Source: an optimization exercise on an open RTL-to-GDS flow (aim: small area and a short achievable clock period). Production flows keep margins and buffers that such runs may drop. Function was not checked in any run shown here: the RTL went through the layout flow alone.

==> flow/design.v (outline; a module is shown in full before it is edited, if it fits) <==
// module iir: 864 lines
module iir(
    input clk,
    input rst_n,
    input [31:0] x,
    output reg [31:0] y
    );
  // ...
==> flow/flow/run.sh <==
#!/bin/bash
# Layout flow: the standard ORFS flow (standard.sh), with two changes:
#  1. the combinational logic of the standard synthesis is replaced by the
#     gate-level netlist that gen2.py writes from the same description as
#     rtl/iir.v (same registers, same names and cell types; checked by
#     swap_netlist.py, and the standard netlist is kept if they differ);
#  2. the port buffers are buf_1 cells instead of the default.
set -euo pipefail
export BUFFER_PORTS_ARGS="-buffer_cell sky130_fd_sc_hd__buf_1"
R=orfs/results/sky130hd/iir/base
bash standard.sh synth > standard_synth.log 2>&1
python3 flow/gen2.py --fay xor --fap cell --prefix hc --polmode 1 --net custom_netlist.v > gen2.log 2>&1
if python3 flow/swap_netlist.py $R/1_2_yosys.v custom_netlist.v > swap_netlist.log 2>&1; then
  cp $R/1_2_yosys.v standard_1_2_yosys.v
  cp custom_netlist.v $R/1_2_yosys.v
  touch $R/1_2_yosys.v
  rm -f $R/1_synth.odb $R/1_synth.sdc
fi
bash standard.sh finish > standard_finish.log 2>&1
==> flow/flow/swap_netlist.py <==
#!/usr/bin/env python3
"""Check that a hand-built netlist keeps the standard synthesis's registers
(same instance names and cell types) and ports; exit 1 if not.
usage: swap_netlist.py STANDARD.v CUSTOM.v"""
import re, sys

def info(path):
    t = open(path).read()
    ffs = {}
    for cell, name in re.findall(r'\b(sky130_fd_sc_hd__df\w+)\s+(\\\S+|\S+)\s*\(', t):
        ffs[name.lstrip('\\')] = cell
    m = re.search(r'module\s+iir\s*\((.*?)\);', t, re.S)
    ports = sorted(p.strip() for p in m.group(1).split(','))
    decl = sorted(re.findall(r'^\s*(input|output)\s+(\[[^\]]*\])?\s*(\w+);', t, re.M))
    return ffs, ports, decl

a = info(sys.argv[1])
b = info(sys.argv[2])
ok = True
if a[0] != b[0]:
    ok = False
    print('registers differ:')
    for k in sorted(set(a[0]) | set(b[0])):
        if a[0].get(k) != b[0].get(k):
            print('  ', k, a[0].get(k), b[0].get(k))
if a[1] != b[1] or a[2] != b[2]:
    ok = False
    print('ports differ:', a[1:], b[1:])
print('registers:', len(a[0]), 'match' if ok else 'MISMATCH')
sys.exit(0 if ok else 1)
==> flow/standard.sh <==
#!/bin/bash
# synth_recipe.tcl (not shown) runs the flow's synth.tcl, then flattens the netlist and writes it again
# the make line also repeats each setting of config.mk as NAME=value (left out here)
make -C /OpenROAD-flow-scripts/flow DESIGN_CONFIG=/design/flow/config.mk WORK_HOME=/design/flow/orfs CLKGATE_MAP_FILE= SYNTH_SCRIPT=/design/flow/synth_recipe.tcl "${@:-finish}"
==> flow/config.mk <==
export PLATFORM = sky130hd
export DESIGN_NAME = iir
export DESIGN_NICKNAME = iir
export VERILOG_FILES = /design/flow/design.v
export SDC_FILE = /design/flow/constraint.sdc
export NUM_CORES = 4
export LEC_CHECK = 0
export CAP_MARGIN = 20
export CORE_MARGIN = 2
export CORE_UTILIZATION = 70
export CTS_BUF_LIST = sky130_fd_sc_hd__clkbuf_4 sky130_fd_sc_hd__clkbuf_8
export SETUP_SLACK_MARGIN = 4
export SLEW_MARGIN = 20
==> flow/constraint.sdc <==
create_clock -name core_clock -period 7.5 [get_ports {clk}]
set_input_delay 1.5000 -clock core_clock [delete_from_list [all_inputs] [get_ports {clk}]]
set_output_delay 1.5000 -clock core_clock [all_outputs]
set_load 0.01 [all_outputs]
Not shown: flow/flow/gen2.py
==> results.yml, run 1 <==
outcome:
  outcome: "complete, no violations"
layout:
  multi_input_area_share: 0.6315
  final_nets: 1069
  nNonClkInverters: 56
  layout_common_cells: "xor2_1, nand2_1, dfrtp_1"
  multi_input_cells: 715
route:
  dr_wl_met3_um: 905
  dr_wl_met2_um: 10240
  drtPass1Iterations: 5
sta:
  worstMarginPinSlew_ns: 0.6837
  tns_ns: 0
  skew_ns: 0.01998
floorplan:
  die_x_um: 110.9
  core_area_sq_mm: 0.01127
  io_pins: 66
clocking:
  cts_sinks: 95
  postCtsSetupRepairBufs: 11
  cts_buffers: 9
  cts-root-buf: "clkbuf_8"
worst_setup_path:
  cp-end-kind: "flip-flop"
worst_hold_path:
  worst_hold_path.endpoint: "y[0]$_DFF_PN0_"
grt:
  busiest_layer: "met2"
==> run 2: changes to the inputs <==
--- a/flow/design.v
+++ b/flow/design.v
@@ -421,436 +421,539 @@
 wire tn414 = ~(xs202 | mj200);
 wire pp415 = xs202 ^ mj200;
 wire gn416 = ~(xs205 & mj203);
 wire tn417 = ~(xs205 | mj203);
 wire pp418 = xs205 ^ mj203;
 wire gn419 = ~(xs208 & mj206);
 wire tn420 = ~(xs208 | mj206);
 wire pp421 = xs208 ^ mj206;
-wire inv422 = ~xs121;
-wire pa423 = ~(tn336 | inv422);
-wire pa424 = ~(tn342 | tn339);
-wire pg425 = ~((tn342 | gn338) & gn341);
-wire pa426 = ~(tn348 | tn345);
-wire pg427 = ~((tn348 | gn344) & gn347);
-wire pa428 = ~(tn354 | tn351);
-wire pg429 = ~((tn354 | gn350) & gn353);
-wire pa430 = ~(tn360 | tn357);
-wire pg431 = ~((tn360 | gn356) & gn359);
-wire pa432 = ~(tn366 | tn363);
-wire pg433 = ~((tn366 | gn362) & gn365);
-wire pa434 = ~(tn372 | tn369);
-wire pg435 = ~((tn372 | gn368) & gn371);
-wire pa436 = ~(tn378 | tn375);
-wire pg437 = ~((tn378 | gn374) & gn377);
-wire pa438 = ~(tn384 | tn381);
-wire pg439 = ~((tn384 | gn380) & gn383);
-wire pa440 = ~(tn390 | tn387);
-wire pg441 = ~((tn390 | gn386) & gn389);
-wire pa442 = ~(tn396 | tn393);
-wire pg443 = ~((tn396 | gn392) & gn395);
-wire pa444 = ~(tn402 | tn399);
-wire pg445 = ~((tn402 | gn398) & gn401);
-wire pa446 = ~(tn408 | tn405);
-wire pg447 = ~((tn408 | gn404) & gn407);
-wire pa448 = ~(tn414 | tn411);
-wire pg449 = ~((tn414 | gn410) & gn413);
-wire inv450 = ~pa423;
-wire pg451 = ~((inv450 | gn332) & gn335);
-wire pa452 = ~(pa424 & pa423);
-wire inv453 = ~gn335;
-wire pg454 = ~((pa424 & inv453) | pg425);
-wire pa455 = ~(pa426 & pa424);
-wire pg456 = ~((pa426 & pg425) | pg427);
-wire pa457 = ~(pa428 & pa426);
-wire pg458 = ~((pa428 & pg427) | pg429);
-wire pa459 = ~(pa430 & pa428);
-wire pg460 = ~((pa430 & pg429) | pg431);
-wire pa461 = ~(pa432 & pa430);
-wire pg462 = ~((pa432 & pg431) | pg433);
-wire pa463 = ~(pa434 & pa432);
-wire pg464 = ~((pa434 & pg433) | pg435);
-wire pa465 = ~(pa436 & pa434);
-wire pg466 = ~((pa436 & pg435) | pg437);
-wire pa467 = ~(pa438 & pa436);
-wire pg468 = ~((pa438 & pg437) | pg439);
-wire pa469 = ~(pa440 & pa438);
-wire pg470 = ~((pa440 & pg439) | pg441);
-wire pa471 = ~(pa442 & pa440);
-wire pg472 = ~((pa442 & pg441) | pg443);
-wire pa473 = ~(pa444 & pa442);
-wire pg474 = ~((pa444 & pg443) | pg445);
-wire pa475 = ~(pa446 & pa444);
-wire pg476 = ~((pa446 & pg445) | pg447);
-wire pa477 = ~(pa448 & pa446);
-wire pg478 = ~((pa448 & pg447) | pg449);
-wire pg479 = ~((pa452 | gn332) & pg454);
-wire inv480 = ~pg451;
-wire pg481 = ~((pa455 | inv480) & pg456);
-wire pa482 = ~(pa457 | pa452);
-wire pg483 = ~((pa457 | pg454) & pg458);
-wire pa484 = ~(pa459 | pa455);
-wire pg485 = ~((pa459 | pg456) & pg460);
-wire pa486 = ~(pa461 | pa457);
-wire pg487 = ~((pa461 | pg458) & pg462);
-wire pa488 = ~(pa463 | pa459);
-wire pg489 = ~((pa463 | pg460) & pg464);
-wire pa490 = ~(pa465 | pa461);
-wire pg491 = ~((pa465 | pg462) & pg466);
-wire pa492 = ~(pa467 | pa463);
-wire pg493 = ~((pa467 | pg464) & pg468);
-wire pa494 = ~(pa469 | pa465);
-wire pg495 = ~((pa469 | pg466) & pg470);
-wire pa496 = ~(pa471 | pa467);
-wire pg497 = ~((pa471 | pg468) & pg472);
-wire pa498 = ~(pa473 | pa469);
-wire pg499 = ~((pa473 | pg470) & pg474);
-wire pa500 = ~(pa475 | pa471);
-wire pg501 = ~((pa475 | pg472) & pg476);
-wire pa502 = ~(pa477 | pa473);
-wire pg503 = ~((pa477 | pg474) & pg478);
-wire inv504 = ~gn332;
-wire pg505 = ~((pa482 & inv504) | pg483);
-wire pg506 = ~((pa484 & pg451) | pg485);
-wire pg507 = ~((pa486 & pg479) | pg487);
-wire pg508 = ~((pa488 & pg481) | pg489);
-wire pa509 = ~(pa490 & pa482);
-wire pg510 = ~((pa490 & pg483) | pg491);
-wire pa511 = ~(pa492 & pa484);
-wire pg512 = ~((pa492 & pg485) | pg493);
-wire pa513 = ~(pa494 & pa486);
-wire pg514 = ~((pa494 & pg487) | pg495);
-wire pa515 = ~(pa496 & pa488);
-wire pg516 = ~((pa496 & pg489) | pg497);
-wire pa517 = ~(pa498 & pa490);
-wire pg518 = ~((pa498 & pg491) | pg499);
-wire pa519 = ~(pa500 & pa492);
-wire pg520 = ~((pa500 & pg493) | pg501);
-wire pa521 = ~(pa502 & pa494);
-wire pg522 = ~((pa502 & pg495) | pg503);
-wire pg523 = ~((pa509 | gn332) & pg510);
-wire pg524 = ~((pa511 | inv480) & pg512);
-wire inv525 = ~pg479;
-wire pg526 = ~((pa513 | inv525) & pg514);
-wire inv527 = ~pg481;
-wire pg528 = ~((pa515 | inv527) & pg516);
-wire pg529 = ~((pa517 | pg505) & pg518);
-wire pg530 = ~((pa519 | pg506) & pg520);
-wire pg531 = ~((pa521 | pg507) & pg522);
-wire pa532 = ~(xs121 & inv504);
-wire pg533 = ~((tn339 | inv480) & gn338);
-wire pg534 = ~((tn345 | inv525) & gn344);
-wire pg535 = ~((tn351 | inv527) & gn350);
-wire pg536 = ~((tn357 | pg505) & gn356);
-wire pg537 = ~((tn363 | pg506) & gn362);
-wire pg538 = ~((tn369 | pg507) & gn368);
-wire pg539 = ~((tn375 | pg508) & gn374);
-wire inv540 = ~pg523;
-wire pg541 = ~((tn381 | inv540) & gn380);
-wire inv542 = ~pg524;
-wire pg543 = ~((tn387 | inv542) & gn386);
-wire inv544 = ~pg526;
-wire pg545 = ~((tn393 | inv544) & gn392);
-wire inv546 = ~pg528;
-wire pg547 = ~((tn399 | inv546) & gn398);
-wire inv548 = ~pg529;
-wire pg549 = ~((tn405 | inv548) & gn404);
-wire inv550 = ~pg530;
-wire pg551 = ~((tn411 | inv550) & gn410);
-wire inv552 = ~pg531;
-wire pg553 = ~((tn417 | inv552) & gn416);
-wire sn554 = ~(xs121 ^ gn332);
-wire sn555 = ~(pp337 ^ pa532);
-wire xo556 = pp340 ^ pg451;
-wire xo557 = pp343 ^ pg533;
-wire xo558 = pp346 ^ pg479;
-wire xo559 = pp349 ^ pg534;
-wire xo560 = pp352 ^ pg481;
-wire xo561 = pp355 ^ pg535;
-wire sn562 = ~(pp358 ^ pg505);
-wire xo563 = pp361 ^ pg536;
-wire sn564 = ~(pp364 ^ pg506);
-wire xo565 = pp367 ^ pg537;
-wire sn566 = ~(pp370 ^ pg507);
-wire xo567 = pp373 ^ pg538;
-wire sn568 = ~(pp376 ^ pg508);
-wire xo569 = pp379 ^ pg539;
-wire xo570 = pp382 ^ pg523;
-wire xo571 = pp385 ^ pg541;
-wire xo572 = pp388 ^ pg524;
-wire xo573 = pp391 ^ pg543;
-wire xo574 = pp394 ^ pg526;
-wire xo575 = pp397 ^ pg545;
-wire xo576 = pp400 ^ pg528;
-wire xo577 = pp403 ^ pg547;
-wire xo578 = pp406 ^ pg529;
-wire xo579 = pp409 ^ pg549;
-wire xo580 = pp412 ^ pg530;
-wire xo581 = pp415 ^ pg551;
-wire xo582 = pp418 ^ pg531;
-wire xo583 = pp421 ^ pg553;
-wire gn584 = ~(y[0] & x[0]);
-wire tn585 = ~(y[0] | x[0]);
-wire pp586 = y[0] ^ x[0];
-wire gn587 = ~(fa272 & fa211);
-wire tn588 = ~(fa272 | fa211);
-wire pp589 = fa272 ^ fa211;
-wire gn590 = ~(fa273 & fa274);
-wire tn591 = ~(fa273 | fa274);
-wire pp592 = fa273 ^ fa274;
-wire gn593 = ~(fa275 & fa276);
-wire tn594 = ~(fa275 | fa276);
-wire pp595 = fa275 ^ fa276;
-wire gn596 = ~(fa277 & fa278);
-wire tn597 = ~(fa277 | fa278);
-wire pp598 = fa277 ^ fa278;
-wire gn599 = ~(fa279 & fa280);
-wire tn600 = ~(fa279 | fa280);
-wire pp601 = fa279 ^ fa280;
-wire gn602 = ~(fa281 & fa282);
-wire tn603 = ~(fa281 | fa282);
-wire pp604 = fa281 ^ fa282;
-wire gn605 = ~(fa283 & fa284);
-wire tn606 = ~(fa283 | fa284);
-wire pp607 = fa283 ^ fa284;
-wire gn608 = ~(fa285 & fa286);
-wire tn609 = ~(fa285 | fa286);
-wire pp610 = fa285 ^ fa286;
-wire gn611 = ~(fa287 & fa288);
-wire tn612 = ~(fa287 | fa288);
-wire pp613 = fa287 ^ fa288;
-wire gn614 = ~(fa289 & fa290);
-wire tn615 = ~(fa289 | fa290);
-wire pp616 = fa289 ^ fa290;
-wire gn617 = ~(fa291 & fa292);
-wire tn618 = ~(fa291 | fa292);
-wire pp619 = fa291 ^ fa292;
-wire gn620 = ~(fa293 & fa294);
-wire tn621 = ~(fa293 | fa294);
-wire pp622 = fa293 ^ fa294;
-wire gn623 = ~(fa295 & fa296);
-wire tn624 = ~(fa295 | fa296);
-wire pp625 = fa295 ^ fa296;
-wire gn626 = ~(fa297 & fa298);
-wire tn627 = ~(fa297 | fa298);
-wire pp628 = fa297 ^ fa298;
-wire gn629 = ~(fa299 & fa300);
-wire tn630 = ~(fa299 | fa300);
-wire pp631 = fa299 ^ fa300;
-wire gn632 = ~(fa301 & fa302);
-wire tn633 = ~(fa301 | fa302);
-wire pp634 = fa301 ^ fa302;
-wire gn635 = ~(fa303 & fa304);
-wire tn636 = ~(fa303 | fa304);
-wire pp637 = fa303 ^ fa304;
-wire gn638 = ~(fa305 & fa306);
-wire tn639 = ~(fa305 | fa306);
-wire pp640 = fa305 ^ fa306;
-wire gn641 = ~(fa307 & fa308);
-wire tn642 = ~(fa307 | fa308);
-wire pp643 = fa307 ^ fa308;
-wire gn644 = ~(fa309 & fa310);
-wire tn645 = ~(fa309 | fa310);
-wire pp646 = fa309 ^ fa310;
-wire gn647 = ~(fa311 & fa312);
-wire tn648 = ~(fa311 | fa312);
-wire pp649 = fa311 ^ fa312;
-wire gn650 = ~(fa313 & fa314);
-wire tn651 = ~(fa313 | fa314);
-wire pp652 = fa313 ^ fa314;
-wire gn653 = ~(fa315 & fa316);
-wire tn654 = ~(fa315 | fa316);
-wire pp655 = fa315 ^ fa316;
-wire gn656 = ~(fa317 & fa318);
-wire tn657 = ~(fa317 | fa318);
-wire pp658 = fa317 ^ fa318;
-wire gn659 = ~(fa319 & fa320);
-wire tn660 = ~(fa319 | fa320);
-wire pp661 = fa319 ^ fa320;
-wire gn662 = ~(fa321 & fa322);
-wire tn663 = ~(fa321 | fa322);
-wire pp664 = fa321 ^ fa322;
-wire gn665 = ~(fa323 & fa324);
-wire tn666 = ~(fa323 | fa324);
-wire pp667 = fa323 ^ fa324;
-wire gn668 = ~(fa325 & fa326);
-wire tn669 = ~(fa325 | fa326);
-wire pp670 = fa325 ^ fa326;
-wire gn671 = ~(fa327 & fa328);
-wire tn672 = ~(fa327 | fa328);
-wire pp673 = fa327 ^ fa328;
-wire gn674 = ~(fa329 & fa330);
-wire tn675 = ~(fa329 | fa330);
-wire pp676 = fa329 ^ fa330;
-wire inv677 = ~gn584;
-wire pa678 = ~(fa210 & inv677);
-wire pa679 = ~(tn591 | tn588);
-wire pg680 = ~((tn591 | gn587) & gn590);
-wire pa681 = ~(tn597 | tn594);
-wire pg682 = ~((tn597 | gn593) & gn596);
-wire pa683 = ~(tn603 | tn600);
-wire pg684 = ~((tn603 | gn599) & gn602);
-wire pa685 = ~(tn609 | tn606);
-wire pg686 = ~((tn609 | gn605) & gn608);
-wire pa687 = ~(tn615 | tn612);
-wire pg688 = ~((tn615 | gn611) & gn614);
-wire pa689 = ~(tn621 | tn618);
-wire pg690 = ~((tn621 | gn617) & gn620);
-wire pa691 = ~(tn627 | tn624);
-wire pg692 = ~((tn627 | gn623) & gn626);
-wire pa693 = ~(tn633 | tn630);
-wire pg694 = ~((tn633 | gn629) & gn632);
-wire pa695 = ~(tn639 | tn636);
-wire pg696 = ~((tn639 | gn635) & gn638);
-wire pa697 = ~(tn645 | tn642);
-wire pg698 = ~((tn645 | gn641) & gn644);
-wire pa699 = ~(tn651 | tn648);
-wire pg700 = ~((tn651 | gn647) & gn650);
-wire pa701 = ~(tn657 | tn654);
-wire pg702 = ~((tn657 | gn653) & gn656);
-wire pa703 = ~(tn663 | tn660);
-wire pg704 = ~((tn663 | gn659) & gn662);
-wire pa705 = ~(tn669 | tn666);
-wire pg706 = ~((tn669 | gn665) & gn668);
-wire inv707 = ~pa678;
-wire pg708 = ~((pa679 & inv707) | pg680);
-wire pa709 = ~(pa681 & pa679);
-wire pg710 = ~((pa681 & pg680) | pg682);
-wire pa711 = ~(pa683 & pa681);
-wire pg712 = ~((pa683 & pg682) | pg684);
-wire pa713 = ~(pa685 & pa683);
-wire pg714 = ~((pa685 & pg684) | pg686);
-wire pa715 = ~(pa687 & pa685);
-wire pg716 = ~((pa687 & pg686) | pg688);
-wire pa717 = ~(pa689 & pa687);
-wire pg718 = ~((pa689 & pg688) | pg690);
-wire pa719 = ~(pa691 & pa689);
-wire pg720 = ~((pa691 & pg690) | pg692);
-wire pa721 = ~(pa693 & pa691);
-wire pg722 = ~((pa693 & pg692) | pg694);
-wire pa723 = ~(pa695 & pa693);
-wire pg724 = ~((pa695 & pg694) | pg696);
-wire pa725 = ~(pa697 & pa695);
-wire pg726 = ~((pa697 & pg696) | pg698);
-wire pa727 = ~(pa699 & pa697);
-wire pg728 = ~((pa699 & pg698) | pg700);
-wire pa729 = ~(pa701 & pa699);
-wire pg730 = ~((pa701 & pg700) | pg702);
-wire pa731 = ~(pa703 & pa701);
-wire pg732 = ~((pa703 & pg702) | pg704);
-wire pa733 = ~(pa705 & pa703);
-wire pg734 = ~((pa705 & pg704) | pg706);
-wire pg735 = ~((pa709 | pa678) & pg710);
-wire pg736 = ~((pa711 | pg708) & pg712);
-wire pa737 = ~(pa713 | pa709);
-wire pg738 = ~((pa713 | pg710) & pg714);
-wire pa739 = ~(pa715 | pa711);
-wire pg740 = ~((pa715 | pg712) & pg716);
-wire pa741 = ~(pa717 | pa713);
-wire pg742 = ~((pa717 | pg714) & pg718);
-wire pa743 = ~(pa719 | pa715);
-wire pg744 = ~((pa719 | pg716) & pg720);
-wire pa745 = ~(pa721 | pa717);
-wire pg746 = ~((pa721 | pg718) & pg722);
-wire pa747 = ~(pa723 | pa719);
-wire pg748 = ~((pa723 | pg720) & pg724);
-wire pa749 = ~(pa725 | pa721);
-wire pg750 = ~((pa725 | pg722) & pg726);
-wire pa751 = ~(pa727 | pa723);
-wire pg752 = ~((pa727 | pg724) & pg728);
-wire pa753 = ~(pa729 | pa725);
-wire pg754 = ~((pa729 | pg726) & pg730);
-wire pa755 = ~(pa731 | pa727);
-wire pg756 = ~((pa731 | pg728) & pg732);
-wire pa757 = ~(pa733 | pa729);
-wire pg758 = ~((pa733 | pg730) & pg734);
-wire pg759 = ~((pa737 & inv707) | pg738);
-wire inv760 = ~pg708;
-wire pg761 = ~((pa739 & inv760) | pg740);
-wire pg762 = ~((pa741 & pg735) | pg742);
-wire pg763 = ~((pa743 & pg736) | pg744);
-wire pa764 = ~(pa745 & pa737);
-wire pg765 = ~((pa745 & pg738) | pg746);
-wire pa766 = ~(pa747 & pa739);
-wire pg767 = ~((pa747 & pg740) | pg748);
-wire pa768 = ~(pa749 & pa741);
-wire pg769 = ~((pa749 & pg742) | pg750);
-wire pa770 = ~(pa751 & pa743);
-wire pg771 = ~((pa751 & pg744) | pg752);
-wire pa772 = ~(pa753 & pa745);
-wire pg773 = ~((pa753 & pg746) | pg754);
-wire pa774 = ~(pa755 & pa747);
-wire pg775 = ~((pa755 & pg748) | pg756);
-wire pa776 = ~(pa757 & pa749);
-wire pg777 = ~((pa757 & pg750) | pg758);
-wire pg778 = ~((pa764 | pa678) & pg765);
-wire pg779 = ~((pa766 | pg708) & pg767);
-wire inv780 = ~pg735;
-wire pg781 = ~((pa768 | inv780) & pg769);
-wire inv782 = ~pg736;
-wire pg783 = ~((pa770 | inv782) & pg771);
-wire pg784 = ~((pa772 | pg759) & pg773);
-wire pg785 = ~((pa774 | pg761) & pg775);
-wire pg786 = ~((pa776 | pg762) & pg777);
-wire pg787 = ~((tn588 | pa678) & gn587);
-wire pg788 = ~((tn594 | pg708) & gn593);
-wire pg789 = ~((tn600 | inv780) & gn599);
-wire pg790 = ~((tn606 | inv782) & gn605);
-wire pg791 = ~((tn612 | pg759) & gn611);
-wire pg792 = ~((tn618 | pg761) & gn617);
-wire pg793 = ~((tn624 | pg762) & gn623);
-wire pg794 = ~((tn630 | pg763) & gn629);
-wire inv795 = ~pg778;
-wire pg796 = ~((tn636 | inv795) & gn635);
-wire inv797 = ~pg779;
-wire pg798 = ~((tn642 | inv797) & gn641);
-wire inv799 = ~pg781;
-wire pg800 = ~((tn648 | inv799) & gn647);
-wire inv801 = ~pg783;
-wire pg802 = ~((tn654 | inv801) & gn653);
-wire inv803 = ~pg784;
-wire pg804 = ~((tn660 | inv803) & gn659);
-wire inv805 = ~pg785;
-wire pg806 = ~((tn666 | inv805) & gn665);
-wire inv807 = ~pg786;
-wire pg808 = ~((tn672 | inv807) & gn671);
-wire sn809 = ~(fa210 ^ gn584);
-wire sn810 = ~(pp589 ^ pa678);
-wire xo811 = pp592 ^ pg787;
-wire sn812 = ~(pp595 ^ pg708);
-wire xo813 = pp598 ^ pg788;
-wire xo814 = pp601 ^ pg735;
-wire xo815 = pp604 ^ pg789;
-wire xo816 = pp607 ^ pg736;
-wire xo817 = pp610 ^ pg790;
-wire sn818 = ~(pp613 ^ pg759);
-wire xo819 = pp616 ^ pg791;
-wire sn820 = ~(pp619 ^ pg761);
-wire xo821 = pp622 ^ pg792;
-wire sn822 = ~(pp625 ^ pg762);
-wire xo823 = pp628 ^ pg793;
-wire sn824 = ~(pp631 ^ pg763);
-wire xo825 = pp634 ^ pg794;
-wire xo826 = pp637 ^ pg778;
-wire xo827 = pp640 ^ pg796;
-wire xo828 = pp643 ^ pg779;
-wire xo829 = pp646 ^ pg798;
-wire xo830 = pp649 ^ pg781;
-wire xo831 = pp652 ^ pg800;
-wire xo832 = pp655 ^ pg783;
-wire xo833 = pp658 ^ pg802;
-wire xo834 = pp661 ^ pg784;
-wire xo835 = pp664 ^ pg804;
-wire xo836 = pp667 ^ pg785;
-wire xo837 = pp670 ^ pg806;
-wire xo838 = pp673 ^ pg786;
-wire xo839 = pp676 ^ pg808;
-wire [31:0] y_next = {xo583, xo582, xo581, xo580, xo579, xo578, xo577, xo576, xo575, xo574, xo573, xo572, xo571, xo570, xo569, sn568, xo567, sn566, xo565, sn564, xo563, sn562, xo561, xo560, xo559, xo558, xo557, xo556, sn555, sn554, pp334, p[0]};
-wire [31:0] p_next = {xo839, xo838, xo837, xo836, xo835, xo834, xo833, xo832, xo831, xo830, xo829, xo828, xo827, xo826, xo825, sn824, xo823, sn822, xo821, sn820, xo819, sn818, xo817, xo816, xo815, xo814, xo813, sn812, xo811, sn810, sn809, pp586};
+wire inv422 = ~tn333;
+wire pa423 = ~(xs121 & inv422);
+wire inv424 = ~gn332;
+wire pa425 = ~(xs121 & inv424);
+wire inv426 = ~xs121;
+wire pa427 = ~(tn336 | inv426);
+wire pa428 = ~(tn339 | tn336);
+wire pg429 = ~((tn339 | gn335) & gn338);
+wire pa430 = ~(tn342 | tn339);
+wire pg431 = ~((tn342 | gn338) & gn341);
+wire pa432 = ~(tn345 | tn342);
+wire pg433 = ~((tn345 | gn341) & gn344);
+wire pa434 = ~(tn348 | tn345);
+wire pg435 = ~((tn348 | gn344) & gn347);
+wire pa436 = ~(tn351 | tn348);
+wire pg437 = ~((tn351 | gn347) & gn350);
+wire pa438 = ~(tn354 | tn351);
+wire pg439 = ~((tn354 | gn350) & gn353);
+wire pa440 = ~(tn357 | tn354);
+wire pg441 = ~((tn357 | gn353) & gn356);
+wire pa442 = ~(tn360 | tn357);
+wire pg443 = ~((tn360 | gn356) & gn359);
+wire pa444 = ~(tn363 | tn360);
+wire pg445 = ~((tn363 | gn359) & gn362);
+wire pa446 = ~(tn366 | tn363);
+wire pg447 = ~((tn366 | gn362) & gn365);
+wire pa448 = ~(tn369 | tn366);
+wire pg449 = ~((tn369 | gn365) & gn368);
+wire pa450 = ~(tn372 | tn369);
+wire pg451 = ~((tn372 | gn368) & gn371);
+wire pa452 = ~(tn375 | tn372);
+wire pg453 = ~((tn375 | gn371) & gn374);
+wire pa454 = ~(tn378 | tn375);
+wire pg455 = ~((tn378 | gn374) & gn377);
+wire pa456 = ~(tn381 | tn378);
+wire pg457 = ~((tn381 | gn377) & gn380);
+wire pa458 = ~(tn384 | tn381);
+wire pg459 = ~((tn384 | gn380) & gn383);
+wire pa460 = ~(tn387 | tn384);
+wire pg461 = ~((tn387 | gn383) & gn386);
+wire pa462 = ~(tn390 | tn387);
+wire pg463 = ~((tn390 | gn386) & gn389);
+wire pa464 = ~(tn393 | tn390);
+wire pg465 = ~((tn393 | gn389) & gn392);
+wire pa466 = ~(tn396 | tn393);
+wire pg467 = ~((tn396 | gn392) & gn395);
+wire pa468 = ~(tn399 | tn396);
+wire pg469 = ~((tn399 | gn395) & gn398);
+wire pa470 = ~(tn402 | tn399);
+wire pg471 = ~((tn402 | gn398) & gn401);
+wire pa472 = ~(tn405 | tn402);
+wire pg473 = ~((tn405 | gn401) & gn404);
+wire pa474 = ~(tn408 | tn405);
+wire pg475 = ~((tn408 | gn404) & gn407);
+wire pa476 = ~(tn411 | tn408);
+wire pg477 = ~((tn411 | gn407) & gn410);
+wire pa478 = ~(tn414 | tn411);
+wire pg479 = ~((tn414 | gn410) & gn413);
+wire pa480 = ~(tn417 | tn414);
+wire pg481 = ~((tn417 | gn413) & gn416);
+wire inv482 = ~gn335;
+wire pg483 = ~((pa427 & inv424) | inv482);
+wire inv484 = ~pa423;
+wire pa485 = ~(pa428 & inv484);
+wire inv486 = ~pa425;
+wire pg487 = ~((pa428 & inv486) | pg429);
+wire pa488 = ~(pa430 & pa427);
+wire pg489 = ~((pa430 & inv482) | pg431);
+wire pa490 = ~(pa432 & pa428);
+wire pg491 = ~((pa432 & pg429) | pg433);
+wire pa492 = ~(pa434 & pa430);
+wire pg493 = ~((pa434 & pg431) | pg435);
+wire pa494 = ~(pa436 & pa432);
+wire pg495 = ~((pa436 & pg433) | pg437);
+wire pa496 = ~(pa438 & pa434);
+wire pg497 = ~((pa438 & pg435) | pg439);
+wire pa498 = ~(pa440 & pa436);
+wire pg499 = ~((pa440 & pg437) | pg441);
+wire pa500 = ~(pa442 & pa438);
+wire pg501 = ~((pa442 & pg439) | pg443);
+wire pa502 = ~(pa444 & pa440);
+wire pg503 = ~((pa444 & pg441) | pg445);
+wire pa504 = ~(pa446 & pa442);
+wire pg505 = ~((pa446 & pg443) | pg447);
+wire pa506 = ~(pa448 & pa444);
+wire pg507 = ~((pa448 & pg445) | pg449);
+wire pa508 = ~(pa450 & pa446);
+wire pg509 = ~((pa450 & pg447) | pg451);
+wire pa510 = ~(pa452 & pa448);
+wire pg511 = ~((pa452 & pg449) | pg453);
+wire pa512 = ~(pa454 & pa450);
+wire pg513 = ~((pa454 & pg451) | pg455);
+wire pa514 = ~(pa456 & pa452);
+wire pg515 = ~((pa456 & pg453) | pg457);
+wire pa516 = ~(pa458 & pa454);
+wire pg517 = ~((pa458 & pg455) | pg459);
+wire pa518 = ~(pa460 & pa456);
+wire pg519 = ~((pa460 & pg457) | pg461);
+wire pa520 = ~(pa462 & pa458);
+wire pg521 = ~((pa462 & pg459) | pg463);
+wire pa522 = ~(pa464 & pa460);
+wire pg523 = ~((pa464 & pg461) | pg465);
+wire pa524 = ~(pa466 & pa462);
+wire pg525 = ~((pa466 & pg463) | pg467);
+wire pa526 = ~(pa468 & pa464);
+wire pg527 = ~((pa468 & pg465) | pg469);
+wire pa528 = ~(pa470 & pa466);
+wire pg529 = ~((pa470 & pg467) | pg471);
+wire pa530 = ~(pa472 & pa468);
+wire pg531 = ~((pa472 & pg469) | pg473);
+wire pa532 = ~(pa474 & pa470);
+wire pg533 = ~((pa474 & pg471) | pg475);
+wire pa534 = ~(pa476 & pa472);
+wire pg535 = ~((pa476 & pg473) | pg477);
+wire pa536 = ~(pa478 & pa474);
+wire pg537 = ~((pa478 & pg475) | pg479);
+wire pa538 = ~(pa480 & pa476);
+wire pg539 = ~((pa480 & pg477) | pg481);
+wire pg540 = ~((pa488 | gn332) & pg489);
+wire pg541 = ~((pa490 | pa425) & pg491);
+wire pg542 = ~((pa492 | pg483) & pg493);
+wire pa543 = ~(pa494 | pa485);
+wire pg544 = ~((pa494 | pg487) & pg495);
+wire pa545 = ~(pa496 | pa488);
+wire pg546 = ~((pa496 | pg489) & pg497);
+wire pa547 = ~(pa498 | pa490);
+wire pg548 = ~((pa498 | pg491) & pg499);
+wire pa549 = ~(pa500 | pa492);
+wire pg550 = ~((pa500 | pg493) & pg501);
+wire pa551 = ~(pa502 | pa494);
+wire pg552 = ~((pa502 | pg495) & pg503);
+wire pa553 = ~(pa504 | pa496);
+wire pg554 = ~((pa504 | pg497) & pg505);
+wire pa555 = ~(pa506 | pa498);
+wire pg556 = ~((pa506 | pg499) & pg507);
+wire pa557 = ~(pa508 | pa500);
+wire pg558 = ~((pa508 | pg501) & pg509);
+wire pa559 = ~(pa510 | pa502);
+wire pg560 = ~((pa510 | pg503) & pg511);
+wire pa561 = ~(pa512 | pa504);
+wire pg562 = ~((pa512 | pg505) & pg513);
+wire pa563 = ~(pa514 | pa506);
+wire pg564 = ~((pa514 | pg507) & pg515);
+wire pa565 = ~(pa516 | pa508);
+wire pg566 = ~((pa516 | pg509) & pg517);
+wire pa567 = ~(pa518 | pa510);
+wire pg568 = ~((pa518 | pg511) & pg519);
+wire pa569 = ~(pa520 | pa512);
+wire pg570 = ~((pa520 | pg513) & pg521);
+wire pa571 = ~(pa522 | pa514);
+wire pg572 = ~((pa522 | pg515) & pg523);
+wire pa573 = ~(pa524 | pa516);
+wire pg574 = ~((pa524 | pg517) & pg525);
+wire pa575 = ~(pa526 | pa518);
+wire pg576 = ~((pa526 | pg519) & pg527);
+wire pa577 = ~(pa528 | pa520);
+wire pg578 = ~((pa528 | pg521) & pg529);
+wire pa579 = ~(pa530 | pa522);
+wire pg580 = ~((pa530 | pg523) & pg531);
+wire pa581 = ~(pa532 | pa524);
+wire pg582 = ~((pa532 | pg525) & pg533);
+wire pa583 = ~(pa534 | pa526);
+wire pg584 = ~((pa534 | pg527) & pg535);
+wire pa585 = ~(pa536 | pa528);
+wire pg586 = ~((pa536 | pg529) & pg537);
+wire pa587 = ~(pa538 | pa530);
+wire pg588 = ~((pa538 | pg531) & pg539);
+wire pg589 = ~((pa545 & inv424) | pg546);
+wire pg590 = ~((pa547 & inv486) | pg548);
+wire inv591 = ~pg483;
+wire pg592 = ~((pa549 & inv591) | pg550);
+wire inv593 = ~pg487;
+wire pg594 = ~((pa551 & inv593) | pg552);
+wire pg595 = ~((pa553 & pg540) | pg554);
+wire pg596 = ~((pa555 & pg541) | pg556);
+wire pg597 = ~((pa557 & pg542) | pg558);
+wire pa598 = ~(pa559 & pa543);
+wire pg599 = ~((pa559 & pg544) | pg560);
+wire pa600 = ~(pa561 & pa545);
+wire pg601 = ~((pa561 & pg546) | pg562);
+wire pa602 = ~(pa563 & pa547);
+wire pg603 = ~((pa563 & pg548) | pg564);
+wire pa604 = ~(pa565 & pa549);
+wire pg605 = ~((pa565 & pg550) | pg566);
+wire pa606 = ~(pa567 & pa551);
+wire pg607 = ~((pa567 & pg552) | pg568);
+wire pa608 = ~(pa569 & pa553);
+wire pg609 = ~((pa569 & pg554) | pg570);
+wire pa610 = ~(pa571 & pa555);
+wire pg611 = ~((pa571 & pg556) | pg572);
+wire pa612 = ~(pa573 & pa557);
+wire pg613 = ~((pa573 & pg558) | pg574);
+wire pa614 = ~(pa575 & pa559);
+wire pg615 = ~((pa575 & pg560) | pg576);
+wire pa616 = ~(pa577 & pa561);
+wire pg617 = ~((pa577 & pg562) | pg578);
+wire pa618 = ~(pa579 & pa563);
+wire pg619 = ~((pa579 & pg564) | pg580);
+wire pa620 = ~(pa581 & pa565);
+wire pg621 = ~((pa581 & pg566) | pg582);
+wire pa622 = ~(pa583 & pa567);
+wire pg623 = ~((pa583 & pg568) | pg584);
+wire pa624 = ~(pa585 & pa569);
+wire pg625 = ~((pa585 & pg570) | pg586);
+wire pa626 = ~(pa587 & pa571);
+wire pg627 = ~((pa587 & pg572) | pg588);
+wire pg628 = ~((pa600 | gn332) & pg601);
+wire pg629 = ~((pa602 | pa425) & pg603);
+wire pg630 = ~((pa604 | pg483) & pg605);
+wire pg631 = ~((pa606 | pg487) & pg607);
+wire inv632 = ~pg540;
+wire pg633 = ~((pa608 | inv632) & pg609);
+wire inv634 = ~pg541;
+wire pg635 = ~((pa610 | inv634) & pg611);
+wire inv636 = ~pg542;
+wire pg637 = ~((pa612 | inv636) & pg613);
+wire inv638 = ~pg544;
+wire pg639 = ~((pa614 | inv638) & pg615);
+wire pg640 = ~((pa616 | pg589) & pg617);
+wire pg641 = ~((pa618 | pg590) & pg619);
+wire pg642 = ~((pa620 | pg592) & pg621);
+wire pg643 = ~((pa622 | pg594) & pg623);
+wire pg644 = ~((pa624 | pg595) & pg625);
+wire pg645 = ~((pa626 | pg596) & pg627);
+wire sn646 = ~(xs121 ^ gn332);
+wire sn647 = ~(pp337 ^ pa425);
+wire sn648 = ~(pp340 ^ pg483);
+wire sn649 = ~(pp343 ^ pg487);
+wire xo650 = pp346 ^ pg540;
+wire xo651 = pp349 ^ pg541;
+wire xo652 = pp352 ^ pg542;
+wire xo653 = pp355 ^ pg544;
+wire sn654 = ~(pp358 ^ pg589);
+wire sn655 = ~(pp361 ^ pg590);
+wire sn656 = ~(pp364 ^ pg592);
+wire sn657 = ~(pp367 ^ pg594);
+wire sn658 = ~(pp370 ^ pg595);
+wire sn659 = ~(pp373 ^ pg596);
+wire sn660 = ~(pp376 ^ pg597);
+wire sn661 = ~(pp379 ^ pg599);
+wire xo662 = pp382 ^ pg628;
+wire xo663 = pp385 ^ pg629;
+wire xo664 = pp388 ^ pg630;
+wire xo665 = pp391 ^ pg631;
+wire xo666 = pp394 ^ pg633;
+wire xo667 = pp397 ^ pg635;
+wire xo668 = pp400 ^ pg637;
+wire xo669 = pp403 ^ pg639;
+wire xo670 = pp406 ^ pg640;
+wire xo671 = pp409 ^ pg641;
+wire xo672 = pp412 ^ pg642;
+wire xo673 = pp415 ^ pg643;
+wire xo674 = pp418 ^ pg644;
+wire xo675 = pp421 ^ pg645;
+wire gn676 = ~(y[0] & x[0]);
+wire tn677 = ~(y[0] | x[0]);
+wire pp678 = y[0] ^ x[0];
+wire gn679 = ~(fa272 & fa211);
+wire tn680 = ~(fa272 | fa211);
+wire pp681 = fa272 ^ fa211;
+wire gn682 = ~(fa273 & fa274);
+wire tn683 = ~(fa273 | fa274);
+wire pp684 = fa273 ^ fa274;
+wire gn685 = ~(fa275 & fa276);
+wire tn686 = ~(fa275 | fa276);
+wire pp687 = fa275 ^ fa276;
+wire gn688 = ~(fa277 & fa278);
+wire tn689 = ~(fa277 | fa278);
+wire pp690 = fa277 ^ fa278;
+wire gn691 = ~(fa279 & fa280);
+wire tn692 = ~(fa279 | fa280);
+wire pp693 = fa279 ^ fa280;
+wire gn694 = ~(fa281 & fa282);
+wire tn695 = ~(fa281 | fa282);
+wire pp696 = fa281 ^ fa282;
+wire gn697 = ~(fa283 & fa284);
+wire tn698 = ~(fa283 | fa284);
+wire pp699 = fa283 ^ fa284;
+wire gn700 = ~(fa285 & fa286);
+wire tn701 = ~(fa285 | fa286);
+wire pp702 = fa285 ^ fa286;
+wire gn703 = ~(fa287 & fa288);
+wire tn704 = ~(fa287 | fa288);
+wire pp705 = fa287 ^ fa288;
+wire gn706 = ~(fa289 & fa290);
+wire tn707 = ~(fa289 | fa290);
+wire pp708 = fa289 ^ fa290;
+wire gn709 = ~(fa291 & fa292);
+wire tn710 = ~(fa291 | fa292);
+wire pp711 = fa291 ^ fa292;
+wire gn712 = ~(fa293 & fa294);
+wire tn713 = ~(fa293 | fa294);
+wire pp714 = fa293 ^ fa294;
+wire gn715 = ~(fa295 & fa296);
+wire tn716 = ~(fa295 | fa296);
+wire pp717 = fa295 ^ fa296;
+wire gn718 = ~(fa297 & fa298);
+wire tn719 = ~(fa297 | fa298);
+wire pp720 = fa297 ^ fa298;
+wire gn721 = ~(fa299 & fa300);
+wire tn722 = ~(fa299 | fa300);
+wire pp723 = fa299 ^ fa300;
+wire gn724 = ~(fa301 & fa302);
+wire tn725 = ~(fa301 | fa302);
+wire pp726 = fa301 ^ fa302;
+wire gn727 = ~(fa303 & fa304);
+wire tn728 = ~(fa303 | fa304);
+wire pp729 = fa303 ^ fa304;
+wire gn730 = ~(fa305 & fa306);
+wire tn731 = ~(fa305 | fa306);
+wire pp732 = fa305 ^ fa306;
+wire gn733 = ~(fa307 & fa308);
+wire tn734 = ~(fa307 | fa308);
+wire pp735 = fa307 ^ fa308;
+wire gn736 = ~(fa309 & fa310);
+wire tn737 = ~(fa309 | fa310);
+wire pp738 = fa309 ^ fa310;
+wire gn739 = ~(fa311 & fa312);
+wire tn740 = ~(fa311 | fa312);
+wire pp741 = fa311 ^ fa312;
+wire gn742 = ~(fa313 & fa314);
+wire tn743 = ~(fa313 | fa314);
+wire pp744 = fa313 ^ fa314;
+wire gn745 = ~(fa315 & fa316);
+wire tn746 = ~(fa315 | fa316);
+wire pp747 = fa315 ^ fa316;
+wire gn748 = ~(fa317 & fa318);
+wire tn749 = ~(fa317 | fa318);
+wire pp750 = fa317 ^ fa318;
+wire gn751 = ~(fa319 & fa320);
+wire tn752 = ~(fa319 | fa320);
+wire pp753 = fa319 ^ fa320;
+wire gn754 = ~(fa321 & fa322);
+wire tn755 = ~(fa321 | fa322);
+wire pp756 = fa321 ^ fa322;
+wire gn757 = ~(fa323 & fa324);
+wire tn758 = ~(fa323 | fa324);
+wire pp759 = fa323 ^ fa324;
+wire gn760 = ~(fa325 & fa326);
+wire tn761 = ~(fa325 | fa326);
+wire pp762 = fa325 ^ fa326;
+wire gn763 = ~(fa327 & fa328);
+wire tn764 = ~(fa327 | fa328);
+wire pp765 = fa327 ^ fa328;
+wire gn766 = ~(fa329 & fa330);
+wire tn767 = ~(fa329 | fa330);
+wire pp768 = fa329 ^ fa330;
+wire inv769 = ~gn676;
+wire pa770 = ~(fa210 & inv769);
+wire pa771 = ~(tn683 | tn680);
+wire pg772 = ~((tn683 | gn679) & gn682);
+wire pa773 = ~(tn689 | tn686);
+wire pg774 = ~((tn689 | gn685) & gn688);
+wire pa775 = ~(tn695 | tn692);
+wire pg776 = ~((tn695 | gn691) & gn694);
+wire pa777 = ~(tn701 | tn698);
+wire pg778 = ~((tn701 | gn697) & gn700);
+wire pa779 = ~(tn707 | tn704);
+wire pg780 = ~((tn707 | gn703) & gn706);
+wire pa781 = ~(tn713 | tn710);
+wire pg782 = ~((tn713 | gn709) & gn712);
+wire pa783 = ~(tn719 | tn716);
+wire pg784 = ~((tn719 | gn715) & gn718);
+wire pa785 = ~(tn725 | tn722);
+wire pg786 = ~((tn725 | gn721) & gn724);
+wire pa787 = ~(tn731 | tn728);
+wire pg788 = ~((tn731 | gn727) & gn730);
+wire pa789 = ~(tn737 | tn734);
+wire pg790 = ~((tn737 | gn733) & gn736);
+wire pa791 = ~(tn743 | tn740);
+wire pg792 = ~((tn743 | gn739) & gn742);
+wire pa793 = ~(tn749 | tn746);
+wire pg794 = ~((tn749 | gn745) & gn748);
+wire pa795 = ~(tn755 | tn752);
+wire pg796 = ~((tn755 | gn751) & gn754);
+wire pa797 = ~(tn761 | tn758);
+wire pg798 = ~((tn761 | gn757) & gn760);
+wire inv799 = ~pa770;
+wire pg800 = ~((pa771 & inv799) | pg772);
+wire pa801 = ~(pa773 & pa771);
+wire pg802 = ~((pa773 & pg772) | pg774);
+wire pa803 = ~(pa775 & pa773);
+wire pg804 = ~((pa775 & pg774) | pg776);
+wire pa805 = ~(pa777 & pa775);
+wire pg806 = ~((pa777 & pg776) | pg778);
+wire pa807 = ~(pa779 & pa777);
+wire pg808 = ~((pa779 & pg778) | pg780);
+wire pa809 = ~(pa781 & pa779);
+wire pg810 = ~((pa781 & pg780) | pg782);
+wire pa811 = ~(pa783 & pa781);
+wire pg812 = ~((pa783 & pg782) | pg784);
+wire pa813 = ~(pa785 & pa783);
+wire pg814 = ~((pa785 & pg784) | pg786);
+wire pa815 = ~(pa787 & pa785);
+wire pg816 = ~((pa787 & pg786) | pg788);
+wire pa817 = ~(pa789 & pa787);
+wire pg818 = ~((pa789 & pg788) | pg790);
+wire pa819 = ~(pa791 & pa789);
+wire pg820 = ~((pa791 & pg790) | pg792);
+wire pa821 = ~(pa793 & pa791);
+wire pg822 = ~((pa793 & pg792) | pg794);
+wire pa823 = ~(pa795 & pa793);
+wire pg824 = ~((pa795 & pg794) | pg796);
+wire pa825 = ~(pa797 & pa795);
+wire pg826 = ~((pa797 & pg796) | pg798);
+wire pg827 = ~((pa801 | pa770) & pg802);
+wire pg828 = ~((pa803 | pg800) & pg804);
+wire pa829 = ~(pa805 | pa801);
+wire pg830 = ~((pa805 | pg802) & pg806);
+wire pa831 = ~(pa807 | pa803);
+wire pg832 = ~((pa807 | pg804) & pg808);
+wire pa833 = ~(pa809 | pa805);
+wire pg834 = ~((pa809 | pg806) & pg810);
+wire pa835 = ~(pa811 | pa807);
+wire pg836 = ~((pa811 | pg808) & pg812);
+wire pa837 = ~(pa813 | pa809);
+wire pg838 = ~((pa813 | pg810) & pg814);
+wire pa839 = ~(pa815 | pa811);
+wire pg840 = ~((pa815 | pg812) & pg816);
+wire pa841 = ~(pa817 | pa813);
+wire pg842 = ~((pa817 | pg814) & pg818);
+wire pa843 = ~(pa819 | pa815);
+wire pg844 = ~((pa819 | pg816) & pg820);
+wire pa845 = ~(pa821 | pa817);
+wire pg846 = ~((pa821 | pg818) & pg822);
+wire pa847 = ~(pa823 | pa819);
+wire pg848 = ~((pa823 | pg820) & pg824);
+wire pa849 = ~(pa825 | pa821);
+wire pg850 = ~((pa825 | pg822) & pg826);
+wire pg851 = ~((pa829 & inv799) | pg830);
+wire inv852 = ~pg800;
+wire pg853 = ~((pa831 & inv852) | pg832);
+wire pg854 = ~((pa833 & pg827) | pg834);
+wire pg855 = ~((pa835 & pg828) | pg836);
+wire pa856 = ~(pa837 & pa829);
+wire pg857 = ~((pa837 & pg830) | pg838);
+wire pa858 = ~(pa839 & pa831);
+wire pg859 = ~((pa839 & pg832) | pg840);
+wire pa860 = ~(pa841 & pa833);
+wire pg861 = ~((pa841 & pg834) | pg842);
+wire pa862 = ~(pa843 & pa835);
+wire pg863 = ~((pa843 & pg836) | pg844);
+wire pa864 = ~(pa845 & pa837);
+wire pg865 = ~((pa845 & pg838) | pg846);
+wire pa866 = ~(pa847 & pa839);
+wire pg867 = ~((pa847 & pg840) | pg848);
+wire pa868 = ~(pa849 & pa841);
+wire pg869 = ~((pa849 & pg842) | pg850);
+wire pg870 = ~((pa856 | pa770) & pg857);
+wire pg871 = ~((pa858 | pg800) & pg859);
+wire inv872 = ~pg827;
+wire pg873 = ~((pa860 | inv872) & pg861);
+wire inv874 = ~pg828;
+wire pg875 = ~((pa862 | inv874) & pg863);
+wire pg876 = ~((pa864 | pg851) & pg865);
+wire pg877 = ~((pa866 | pg853) & pg867);
+wire pg878 = ~((pa868 | pg854) & pg869);
+wire pg879 = ~((tn680 | pa770) & gn679);
+wire pg880 = ~((tn686 | pg800) & gn685);
+wire inv881 = ~gn691;
+wire inv882 = ~tn692;
+wire pg883 = ~((inv882 & pg827) | inv881);
+wire inv884 = ~gn697;
+wire inv885 = ~tn698;
+wire pg886 = ~((inv885 & pg828) | inv884);
+wire pg887 = ~((tn704 | pg851) & gn703);
+wire pg888 = ~((tn710 | pg853) & gn709);
+wire pg889 = ~((tn716 | pg854) & gn715);
+wire pg890 = ~((tn722 | pg855) & gn721);
+wire inv891 = ~gn727;
+wire inv892 = ~tn728;
+wire pg893 = ~((inv892 & pg870) | inv891);
+wire inv894 = ~gn733;
+wire inv895 = ~tn734;
+wire pg896 = ~((inv895 & pg871) | inv894);
+wire inv897 = ~gn739;
+wire inv898 = ~tn740;
+wire pg899 = ~((inv898 & pg873) | inv897);
+wire inv900 = ~gn745;
+wire inv901 = ~tn746;
+wire pg902 = ~((inv901 & pg875) | inv900);
+wire inv903 = ~gn751;
+wire inv904 = ~tn752;
+wire pg905 = ~((inv904 & pg876) | inv903);
+wire inv906 = ~gn757;
+wire inv907 = ~tn758;
+wire pg908 = ~((inv907 & pg877) | inv906);
+wire inv909 = ~gn763;
+wire inv910 = ~tn764;
+wire pg911 = ~((inv910 & pg878) | inv909);
+wire sn912 = ~(fa210 ^ gn676);
+wire sn913 = ~(pp681 ^ pa770);
+wire xo914 = pp684 ^ pg879;
+wire sn915 = ~(pp687 ^ pg800);
+wire xo916 = pp690 ^ pg880;
+wire xo917 = pp693 ^ pg827;
+wire sn918 = ~(pp696 ^ pg883);
+wire xo919 = pp699 ^ pg828;
+wire sn920 = ~(pp702 ^ pg886);
+wire sn921 = ~(pp705 ^ pg851);
+wire xo922 = pp708 ^ pg887;
+wire sn923 = ~(pp711 ^ pg853);
+wire xo924 = pp714 ^ pg888;
+wire sn925 = ~(pp717 ^ pg854);
+wire xo926 = pp720 ^ pg889;
+wire sn927 = ~(pp723 ^ pg855);
+wire xo928 = pp726 ^ pg890;
+wire xo929 = pp729 ^ pg870;
+wire sn930 = ~(pp732 ^ pg893);
+wire xo931 = pp735 ^ pg871;
+wire sn932 = ~(pp738 ^ pg896);
+wire xo933 = pp741 ^ pg873;
+wire sn934 = ~(pp744 ^ pg899);
+wire xo935 = pp747 ^ pg875;
+wire sn936 = ~(pp750 ^ pg902);
+wire xo937 = pp753 ^ pg876;
+wire sn938 = ~(pp756 ^ pg905);
+wire xo939 = pp759 ^ pg877;
+wire sn940 = ~(pp762 ^ pg908);
+wire xo941 = pp765 ^ pg878;
+wire sn942 = ~(pp768 ^ pg911);
+wire [31:0] y_next = {xo675, xo674, xo673, xo672, xo671, xo670, xo669, xo668, xo667, xo666, xo665, xo664, xo663, xo662, sn661, sn660, sn659, sn658, sn657, sn656, sn655, sn654, xo653, xo652, xo651, xo650, sn649, sn648, sn647, sn646, pp334, p[0]};
+wire [31:0] p_next = {sn942, xo941, sn940, xo939, sn938, xo937, sn936, xo935, sn934, xo933, sn932, xo931, sn930, xo929, xo928, sn927, xo926, sn925, xo924, sn923, xo922, sn921, sn920, xo919, sn918, xo917, xo916, sn915, xo914, sn913, sn912, pp678};
 always @(posedge clk or negedge rst_n)
 begin
     if (!rst_n)
     begin
         x1 <= 32'd0;
         p  <= 32'd0;
         y  <= 32'd0;
     end
==> flow/flow/run.sh (replaced) <==
#!/bin/bash
# Layout flow: the standard ORFS flow (standard.sh), with two changes:
#  1. the combinational logic of the standard synthesis is replaced by the
#     gate-level netlist that gen2.py writes from the same description as
#     rtl/iir.v (same registers, same names and cell types; checked by
#     swap_netlist.py, and the standard netlist is kept if they differ);
#  2. the port buffers are buf_1 cells instead of the default.
set -euo pipefail
export BUFFER_PORTS_ARGS="-buffer_cell sky130_fd_sc_hd__buf_1"
R=orfs/results/sky130hd/iir/base
bash standard.sh synth > standard_synth.log 2>&1
python3 flow/gen2.py --fay xor --fap cell --prefixy ks --prefix hc --net custom_netlist.v > gen2.log 2>&1
if python3 flow/swap_netlist.py $R/1_2_yosys.v custom_netlist.v > swap_netlist.log 2>&1; then
  cp $R/1_2_yosys.v standard_1_2_yosys.v
  cp custom_netlist.v $R/1_2_yosys.v
  touch $R/1_2_yosys.v
  rm -f $R/1_synth.odb $R/1_synth.sdc
fi
bash standard.sh finish > standard_finish.log 2>&1
--- a/flow/flow/gen2.py
+++ b/flow/flow/gen2.py
@@ -32,16 +32,17 @@
 # carry of a full adder in xor form: maj3 cell, or mux2 selected by the xor of
 # the two earlier inputs
 ap.add_argument('--carry', default='maj', choices=['maj', 'mux'])
 # 'fast42': y' uses 4:2 compressors built from xor2/xnor2 and and-or-invert
 # gates, with the inputs x entering last
 ap.add_argument('--polmode', type=int, default=0)
 # prefix tree of the carry-propagate adders: Sklansky, Kogge-Stone, Han-Carlson
 ap.add_argument('--prefix', default='sk', choices=['sk', 'ks', 'hc'])
+ap.add_argument('--prefixy', choices=['sk', 'ks', 'hc'])   # for y' only
 ap.add_argument('--ytree', default='wallace', choices=['wallace', 'fast42', 'pre'])
 args = ap.parse_args()
 
 # --------------------------------------------------------------------------
 # IR: gates with named output nets. A signal is a net name or 0/1 constant.
 gates = []          # (kind, inputs(list), outputs(list))
 arr = {}            # estimated arrival time per net
 cnt = [0]
@@ -207,17 +208,17 @@
         return (gate('NAND2', [want(Gi, 1), want(Gj, 1)], prefix='po'), 0), T
     gi, ti, gj = want(Gi, pol), want(Ti, pol), want(Gj, pol)
     if pol == 0:
         G = (gate('AOI21', [ti, gj, gi], prefix='pg'), 1)
     else:
         G = (gate('OAI21', [ti, gj, gi], prefix='pg'), 0)
     return G, T
 
-def cpa(A, B, carry2=False):
+def cpa(A, B, carry2=False, prefix=None):
     """A + B mod 2^W with a Sklansky prefix tree. Returns W sum nets. With
     carry2, A + B + 4, where bits 0 and 1 of B are 0 (the carry into bit 2 is
     forced to 1)."""
     G, T, P = [], [], []
     for i in range(W):
         a, b = A[i], B[i]
         if b == 0 or a == 0:
             s = a if b == 0 else b
@@ -228,32 +229,33 @@
         else:
             G.append((gate('NAND2', [a, b], prefix='gn'), 1))
             T.append((gate('NOR2', [a, b], prefix='tn'), 1))
             P.append(gate('XOR2', [a, b], prefix='pp'))
     if carry2:
         assert B[0] == 0 and B[1] == 0
         G[1] = (1, 0)
         T[1] = (0, 0)
+    prefix = prefix or args.prefix
     start = list(range(W))    # group start of each node
     levels = []
     d = 1
     while d < W:
         levels.append(d)
         d *= 2
-    if args.prefix == 'hc':
+    if prefix == 'hc':
         levels.append(0)       # final level for the even bits
     for d in levels:
         nG, nT, ns = list(G), list(T), list(start)
         for i in range(W - 1):
             if start[i] == 0:
                 continue
-            if args.prefix == 'sk' and (i // d) % 2 != 1:
+            if prefix == 'sk' and (i // d) % 2 != 1:
                 continue
-            if args.prefix == 'hc' and (i % 2 == 0) != (d == 0):
+            if prefix == 'hc' and (i % 2 == 0) != (d == 0):
                 continue
             j = start[i] - 1
             final = start[j] == 0
             if G[i] == (0, 0) and T[i] == (0, 0):
                 continue
             if G[j] == (0, 0) and final:
                 # nothing comes from below: G stays, group is final
                 ns[i] = 0
@@ -363,17 +365,17 @@
     pA, pB = compress(pcols)
 else:
     ycols = merge(col(X, 2), col(X, 1), col(Pq, 0), pccols, col(Y, 2, True), four)
     FA_MODE[0] = args.fay
     yA, yB = compress(ycols)
     FA_MODE[0] = args.fap
     pA, pB = compress(pcols)
 FA_MODE[0] = 'cell'
-ynext = cpa(yA, yB)
+ynext = cpa(yA, yB, prefix=args.prefixy)
 pcnext = []
 if K:
     pnext = []
     for lo in range(0, W, K):
         c = 0
         for i in range(lo, min(lo + K, W)):
             s, c = fa(pA[i], pB[i], c)
             pnext.append(s)
@@ -401,17 +403,18 @@
     'MAJ3': lambda i: f'({i[0]} & {i[1]}) | ({i[0]} & {i[2]}) | ({i[1]} & {i[2]})',
     'MUX2': lambda i: f'{i[2]} ? {i[1]} : {i[0]}',
 }
 
 HEADER = """// Second-order IIR filter, y[n+1] = 6x[n] + x[n-1] + 2x[n-2] - 4y[n] - 3y[n-1]
 """
 
 def rtl():
-    o = [HEADER, 'module iir(', '    input clk,', '    input rst_n,',
+    import sys as _s
+    o = [HEADER.replace('OPTS', ' '.join(a for a in _s.argv[1:] if not a.endswith('.v') and a not in ('--rtl', '--net'))), 'module iir(', '    input clk,', '    input rst_n,',
          '    input [31:0] x,', '    output reg [31:0] y', '    );', '',
          'reg [31:0] x1, p;'] + ([f'reg [{NPC - 1}:0] pc;'] if NPC else []) + ['']
     for kind, ins, outs in gates:
         li = [lit(s) for s in ins]
         if kind == 'FA':
             a, b, c = li
             o.append(f'wire {outs[0]} = {a} ^ {b} ^ {c};')
             o.append(f'wire {outs[1]} = ({a} & {b}) | ({a} & {c}) | ({b} & {c});')
==> run 2 against run 1 <==
Effect of this change: setup slack improved by 0.0019 ns; register-to-register slack worse by 0.02 ns; utilization decreased by 4.9 points; worst hold slack gained 0.0016 ns; die area rose by 5.1%; critical path type unchanged; wire length increased by 4.8%; critical path depth decreased by 3; fmax hardly changed; global-route usage increased by 1.5 points.
==> results.yml, run 2 <==
worst_setup_path:
  required_ns: 7.77
  rr_endpoint: "p[27]$_DFF_PN0_"
  r2r_slack_ns: 4.25
  crit_end: "p[25]$_DFF_PN0_"
  cp-end-kind: "flip-flop"
  worstRegToRegCells: 11
  worstPathArrival_ns: 3.79
  crit_type: "primary input to flip-flop"
  crit_fanout: 6
  r2r-start: "y[21]$_DFF_PN0_"
  cp-start-kind: "primary input"
  cp-startpoint: "x[2]"
floorplan:
  io_pins: 66
  dieArea_sq_mm: 0.01293
  rows: 40
  core_area_sq_mm: 0.01186
  initial_utilization: 0.7101
  fp.dieH_um: 113.7
  die_x_um: 113.7
layout:
  diodes: 0
  final_layout_size_suffix_gt1_frac: 0.1067
  reg.largest.list: "p (32), y (32), x1 (31)"
  final_nets: 1140
  syn2layout_area_growth_pct: 11.45
  design_area_sq_mm: 0.009388
  layout_common_cells: "xor2_1, nand2_1, nor2_1"
  final_common_cell: "xor2_1"
  final_cells: 1197
sta:
  post-route-period-util: 0.4686
  fmax_mhz: 284.5
  slew-limit-headroom: 0.5603
  holdWs_ns: 0.3664
  skew_ns: 0.01067
  slew_violations: 0
  worstMarginPinSlew_ns: 0.6596
  tns_ns: 0
  fin_crit_ns: 3.515
  rsz0062_at_grt: "true"
  hold_viol_final: 0
  setup_violations: 0
grt:
  grt.total_usage: 0.3443
  grt_pass1_wl_um: 33840
  grt_pass1_vias: 6841
  antenna_found_initial: 0
  grt_overflow_total: 0
  grt_max_degree: 53
clocking:
  cts_buffers: 9
  cts-htree-levels: 3
  cts_tree: "built"
  cts.path.max_buffers: 2
  cts-root-buf: "clkbuf_8"
  cts_sinks: 95
  clk_latency_ns: 0.38
  path_clk_slew_ns: 0.09
route:
  drtPass1Iterations: 5
  vias_per_cell: 5.638
  ant_nets: 0
  wl_um: 20960
  drt-initial-drc-count: 351
  drc: 0
  wire_per_inst_um: 17.51
  vias: 6749
placed_design:
  place_inst: 1176
  routabilityCongestion: 0.9600
  hpwl_um: 17070
  port_buffers: 65
  postPlaceCellArea_sq_mm: 0.008862
synth:
  yosys_warnings: 1
  avgSynthCellArea_sq_um: 8.747
  synth_fp_nets: 1057
  synth_cells: 963
  syn-cell-area_sq_mm: 0.008423
outcome:
  outcome: "complete, no violations"
worst_hold_path:
  hold_path_class: "flip-flop to flip-flop"
flow_run:
  maxCapViolCount: 0
-- run 2: changes by cell type in the layout (fill, tap and decap cells not counted), moves of 18 or more --
cell      delta
nor2_1      +39
a21oi_1     +33
o21ai_1     +29
buf_4       -26
nand2_1     +23
buf_2       -19
clkbuf_2    +18
-- run 2: metal layers --
layer | part of all wire | GRT usage | vias to the layer above
met5 | 0 | 0 | -
li1 | - | - | 3270
met4 | 0.031 | 0.1236 | 0
met3 | 0.054 | 0.07386 | 41
met1 | 0.41 | 0.4320 | 3255
met2 | 0.50 | 0.5924 | 183
-- run 2: layout make-up --
cell class,count,area (sq um)
clock buffers,12,158.9
repair buffers,72,331.6
well taps,147,183.9
clock inverters,3,42.54
inverters,63,236.5
flip-flops and latches,95,2377
multi-input cells,805,6057
fillers,859,2474
-- run 2: critical path: stages --
cell	delay (ns)
buf_2	0.15
fa_1	0.57
nand2_1	0.10
o21ai_1	0.21
a21oi_2	0.12
o21ai_1	0.41
inv_1	0.09
o21ai_1	0.34
a21oi_1	0.15
xnor2_1	0.14
-- run 2: repair_timing --
item                                    4_1_cts  5_1_grt
buffers inserted                              0        6
endpoints found under the setup margin       19       30
pin swaps                                     2       12
hold endpoints to repair                      0        0
gates cloned                                  0        0
hold buffers                                  0        0
gates resized for setup                      17       73
-- run 2: worst min-delay path by stage --
stage,depth (start not counted),start,slack (ns),endpoint
global route,0,p[0]$_DFF_PN0_,0.38,y[0]$_DFF_PN0_
CTS,0,p[0]$_DFF_PN0_,0.37,y[0]$_DFF_PN0_
detailed placement,0,p[0]$_DFF_PN0_,0.34,y[0]$_DFF_PN0_
floorplan,0,p[0]$_DFF_PN0_,0.33,y[0]$_DFF_PN0_
finish,0,p[0]$_DFF_PN0_,0.37,y[0]$_DFF_PN0_
global placement,0,p[0]$_DFF_PN0_,0.35,y[0]$_DFF_PN0_
-- run 2: through the flow --
step                        util  setup slack [ns]
after floorplan                -             4.135
after global placement    0.7472             3.289
after detailed placement  0.7472             3.248
after CTS                 0.7692             3.936
after global routing      0.7915             3.909
final                     0.7915             3.985

[static timing again, ports no longer ideal]
The flow's constraints put no driver on any port. The routed layouts listed below were extracted and timed again, unchanged, in two steps. Step 1, drivers: a clkbuf_16 drives clk and a buf_2 each remaining input, both assumed. Step 2, shift: input delay + t, output delay - t, t = (earliest + latest rising clock arrival at the registers) / 2. This alone moves slack from input paths to output paths. a / b / c = no drivers / after step 1 / after step 2; a / b = the first two.
run	shift t [ns]	setup WS [ns]	slew at the worst register clock pin (ns)
run 1	0.419	3.983 / 3.994 / 3.575	0.10 / 0.10
run 2	0.411	3.985 / 4.004 / 3.592	0.09 / 0.09
After both steps every run listed still meets setup and hold. The setup slack of run 1, which loses most, moves by +0.011 ns with the drivers and by -0.408 ns with both steps.
